This is an optimization exercise on Yosys and OpenROAD, whose aim is small area, not a production implementation. The RTL was checked by simulation tests, not by an equivalence proof against the original design. Power figures rest on the tool's default switching activity, not on a simulated workload.

// issue_queues
module issue_queues (
    input clk,
    input rst_n,
    input flush,
    input wr_pause,
    input CACOP_already,
    input INVTLB_already,
    input AGU_busy,
    input inst0_PR_dest_en,
    input inst0_PR_source1_en,
    input inst0_PR_source2_en,
    input inst0_PR_source1_rdy,
    input inst0_PR_source2_rdy,
    input [5:0] inst0_PR_dest,
    input [5:0] inst0_PR_source1,
    input [5:0] inst0_PR_source2,
    input [5:0] inst0_ROB_ID,
    input inst0_ALU0_en,
    input [4:0] inst0_ALU0_op,
    input [19:0] inst0_ALU0_imm,
    input inst0_ALU1_en,
    input [2:0] inst0_ALU1_op,
    input inst0_AGU_en,
    input [3:0] inst0_AGU_op,
    input [16:0] inst0_AGU_imm,
    input inst0_BRU_en,
    input [3:0] inst0_BRU_op,
    input [25:0] inst0_BRU_imm,
    input [31:0] inst0_PC,
    input [31:0] inst0_target_PC,
    input inst1_PR_dest_en,
    input inst1_PR_source1_en,
    input inst1_PR_source2_en,
    input inst1_PR_source1_rdy,
    input inst1_PR_source2_rdy,
    input [5:0] inst1_PR_dest,
    input [5:0] inst1_PR_source1,
    input [5:0] inst1_PR_source2,
    input [5:0] inst1_ROB_ID,
    input inst1_ALU0_en,
    input [4:0] inst1_ALU0_op,
    input [19:0] inst1_ALU0_imm,
    input inst1_ALU1_en,
    input [2:0] inst1_ALU1_op,
    input inst1_AGU_en,
    input [3:0] inst1_AGU_op,
    input [16:0] inst1_AGU_imm,
    input inst1_BRU_en,
    input [3:0] inst1_BRU_op,
  ...
clock: 10.0 ns
lec_check: 0
cap_margin: 10
cell_pad_in_sites_detail_placement: 1
core_margin: 2
core_utilization: 36
place_density: 0.45
slew_margin: 10
standard.sh (not shown) runs the stock make flow with config.mk's settings and CLKGATE_MAP_FILE= SYNTH_SCRIPT=/design/flow/synth_recipe.tcl, a recipe that flattens the netlist after the stock synthesis.
==> flow/flow/run.sh <==
#!/bin/bash
# Layout flow: the standard flow (standard.sh) with three changes:
#  - synthesis is synth_recipe.tcl with ABC using an area script (flow/area.abc),
#  - each port gets the smallest buffer (buf_1) instead of clkdlybuf4s50_1,
#  - clock tree synthesis uses clkbuf_8 on clusters of at most 16 flip-flops
#    and inserts no dummy loads.
# Each step's full log is in orfs/logs/; make's own output is in flow_make.log.
set -euo pipefail
W=$PWD
{ head -n 1 synth_recipe.tcl; cat flow/abc_area.tcl; tail -n +2 synth_recipe.tcl; } > flow_synth.tcl
export AREA_ABC_SCRIPT=$W/flow/area.abc
bash standard.sh \
  SYNTH_SCRIPT=$W/flow_synth.tcl \
  "BUFFER_PORTS_ARGS=-buffer_cell sky130_fd_sc_hd__buf_1" \
  "CTS_ARGS=-sink_clustering_enable -repair_clock_nets -dont_use_dummy_load -buf_list sky130_fd_sc_hd__clkbuf_8 -sink_clustering_size 16 -sink_clustering_max_diameter 55" \
  finish > flow_make.log 2>&1
==> flow/flow/abc_area.tcl <==
# Inserted into synth_recipe.tcl after its first line: ABC maps the logic with
# the area-oriented script flow/area.abc instead of ORFS's speed script.
# Registers are mapped before ABC runs and are left as they are.
proc abc {args} {
  set i [lsearch -exact $args -script]
  if { $i >= 0 } { lset args [expr { $i + 1 }] $::env(AREA_ABC_SCRIPT) }
  yosys abc {*}$args
}
==> flow/flow/area.abc <==
&get -n
&st
&dch
&nf -a -R 1000
&put
strash
&get -n
&st
&dch
&nf -a -R 1000
&put
strash
&get -n
&st
&dch
&nf -a -R 1000
&put
strash
&get -n
&st
&dch
&nf -a -R 1000
&put
strash
&get -n
&st
&dch
&nf -a -R 1000
&put
strash
&get -n
&st
&dch
&nf -a -R 1000
&put
strash
&get -n
&st
&dch
&nf -a -R 1000
&put
strash
&get -n
&st
&dch
&nf -a -R 1000
&put
strash
&get -n
&st
&dch
&nf -a -R 1000
&put
topo
The first run completed with no timing, DRC or antenna violations.
Edit:
CORE_UTILIZATION = 42   (was 36)
PLACE_DENSITY = 0.52   (was 0.45)
Outcome: Power went down by 0.42%; clock power went down by 6.7%; global-route usage went up by 5.4 points; sequential share of layout area went up by 0.36 points.

========
Setup of run 1:
issue_queues, a different RTL version from the one above (not shown whole).
Size: roughly 9,300 cells after synthesis.
Design issue_queues, start of the top module:
module issue_queues (
    input clk,
    input rst_n,
    input flush,
    input wr_pause,
    input CACOP_already,
    input INVTLB_already,
    input AGU_busy,
    input inst0_PR_dest_en,
    input inst0_PR_source1_en,
    input inst0_PR_source2_en,
    input inst0_PR_source1_rdy,
    input inst0_PR_source2_rdy,
    input [5:0] inst0_PR_dest,
    input [5:0] inst0_PR_source1,
    input [5:0] inst0_PR_source2,
    input [5:0] inst0_ROB_ID,
    input inst0_ALU0_en,
    input [4:0] inst0_ALU0_op,
    input [19:0] inst0_ALU0_imm,
    input inst0_ALU1_en,
    input [2:0] inst0_ALU1_op,
    input inst0_AGU_en,
    input [3:0] inst0_AGU_op,
    input [16:0] inst0_AGU_imm,
    input inst0_BRU_en,
    input [3:0] inst0_BRU_op,
    input [25:0] inst0_BRU_imm,
    input [31:0] inst0_PC,
    input [31:0] inst0_target_PC,
    input inst1_PR_dest_en,
    input inst1_PR_source1_en,
    input inst1_PR_source2_en,
    input inst1_PR_source1_rdy,
    input inst1_PR_source2_rdy,
    input [5:0] inst1_PR_dest,
    input [5:0] inst1_PR_source1,
    input [5:0] inst1_PR_source2,
    input [5:0] inst1_ROB_ID,
    input inst1_ALU0_en,
    input [4:0] inst1_ALU0_op,
    input [19:0] inst1_ALU0_imm,
    input inst1_ALU1_en,
    input [2:0] inst1_ALU1_op,
    input inst1_AGU_en,
    input [3:0] inst1_AGU_op,
    input [16:0] inst1_AGU_imm,
    input inst1_BRU_en,
    input [3:0] inst1_BRU_op,
    input [25:0] inst1_BRU_imm,
    input [31:0] inst1_PC,
    input [31:0] inst1_target_PC,
    input inst2_PR_dest_en,
    input inst2_PR_source1_en,
  ...
export LEC_CHECK = 0
export CAP_MARGIN = 10
export CELL_PAD_IN_SITES_DETAIL_PLACEMENT = 1
export CORE_MARGIN = 2
export CORE_UTILIZATION = 42
export PLACE_DENSITY = 0.52
export SLEW_MARGIN = 10
create_clock -name core_clock -period 10.0 [get_ports {clk}]
Scripts as last shown in full above: flow/flow/run.sh, flow/flow/abc_area.tcl, flow/flow/area.abc
Run 1 was carried through to the last stage, and its layout satisfied the timing, design-rule and antenna checks.
[inputs] run 2 vs run 1
- PLACE_DENSITY now 0.45, was 0.52
- CORE_UTILIZATION now 36, was 42
==> notes.md <==
Sort run 2 and run 1 by wire length reported by the detailed router asc -> top: run 1
Summary of run 2 over run 1: post-synthesis to final-layout area growth increased 1.2 points; peak fanout along the critical path decreased 2.
Total power of run 2 is higher than that of run 1.
Run 2 vs run 1: maximum number of pins on one net before global-route repair up in run 2
The core of run 2 is less densely filled than that of run 1.
The CTS clock-pin slew for the worst setup and hold paths was comparable across run 2 and run 1.
Met1 routing resource usage after global routing: higher on run 1
Compared run 1 against run 2; area share of buffers outside the clock network within noise.
[inputs] run 3 vs run 2
- CELL_PAD_IN_SITES_DETAIL_PLACEMENT removed (was 1)
- CORE_UTILIZATION changed from 36 to 30
- PLACE_DENSITY changed from 0.45 to 0.38
==> flow/flow/run.sh <==
#!/bin/bash
# Layout flow: the standard flow (standard.sh) with three changes:
#  - synthesis is synth_recipe.tcl with ABC using an area script (flow/area.abc),
#  - each port gets the smallest buffer (buf_1) instead of clkdlybuf4s50_1,
#  - clock tree synthesis uses clkbuf_8 on clusters of at most 14 flip-flops
#    and inserts no dummy loads.
# Each step's full log is in orfs/logs/; make's own output is in flow_make.log.
set -euo pipefail
W=$PWD
{ head -n 1 synth_recipe.tcl; cat flow/abc_area.tcl; tail -n +2 synth_recipe.tcl; } > flow_synth.tcl
export AREA_ABC_SCRIPT=$W/flow/area.abc
bash standard.sh \
  SYNTH_SCRIPT=$W/flow_synth.tcl \
  "BUFFER_PORTS_ARGS=-buffer_cell sky130_fd_sc_hd__buf_1" \
  "CTS_ARGS=-sink_clustering_enable -repair_clock_nets -dont_use_dummy_load -buf_list sky130_fd_sc_hd__clkbuf_8 -sink_clustering_size 14 -sink_clustering_max_diameter 50" \
  finish > flow_make.log 2>&1
==> notes.md <==
Compared with run 2, in run 3 area of all sequential standard cells barely changed, relative contribution of the clock network to total power climbed 2.6 points, transition time of the tightest slew-check pin dropped 0.0046 ns, signal arrival time at the worst endpoint climbed 0.03 ns.

==> re-timing with driven ports <==
The results above use ideal ports. As a check the final layouts listed here were re-extracted and re-timed, cells and wires unchanged.
Step 1, drivers: a clkbuf_16 drives clk and a buf_2 each remaining input, both assumed.
Step 2 adds t to the input delays and takes it off the output delays; t is the mean of the earliest and latest rising clock arrival at the registers after step 1. Input paths then give back, and output paths get back, about the clock's delay inside the block.
a / b / c = ideal ports / drivers / drivers and shift; a / b = the first two.
run	t, ns	slack for setup (ns)	worst setup path after step 2
the first run of note 1	1.139	0.507 / 0.399 / 1.307	register to register
the second run of note 1	1.115	0.847 / 0.736 / 1.460	register to register
run 1	1.122	2.441 / 2.223 / 1.917	input to register
run 2	1.129	2.593 / 2.479 / 2.120	input to register
run 3	1.141	2.555 / 2.446 / 2.003	input to register
After both steps every run listed still meets setup and hold. The setup slack of run 3, which loses most, moves by -0.109 ns with the drivers and by -0.552 ns with both steps.
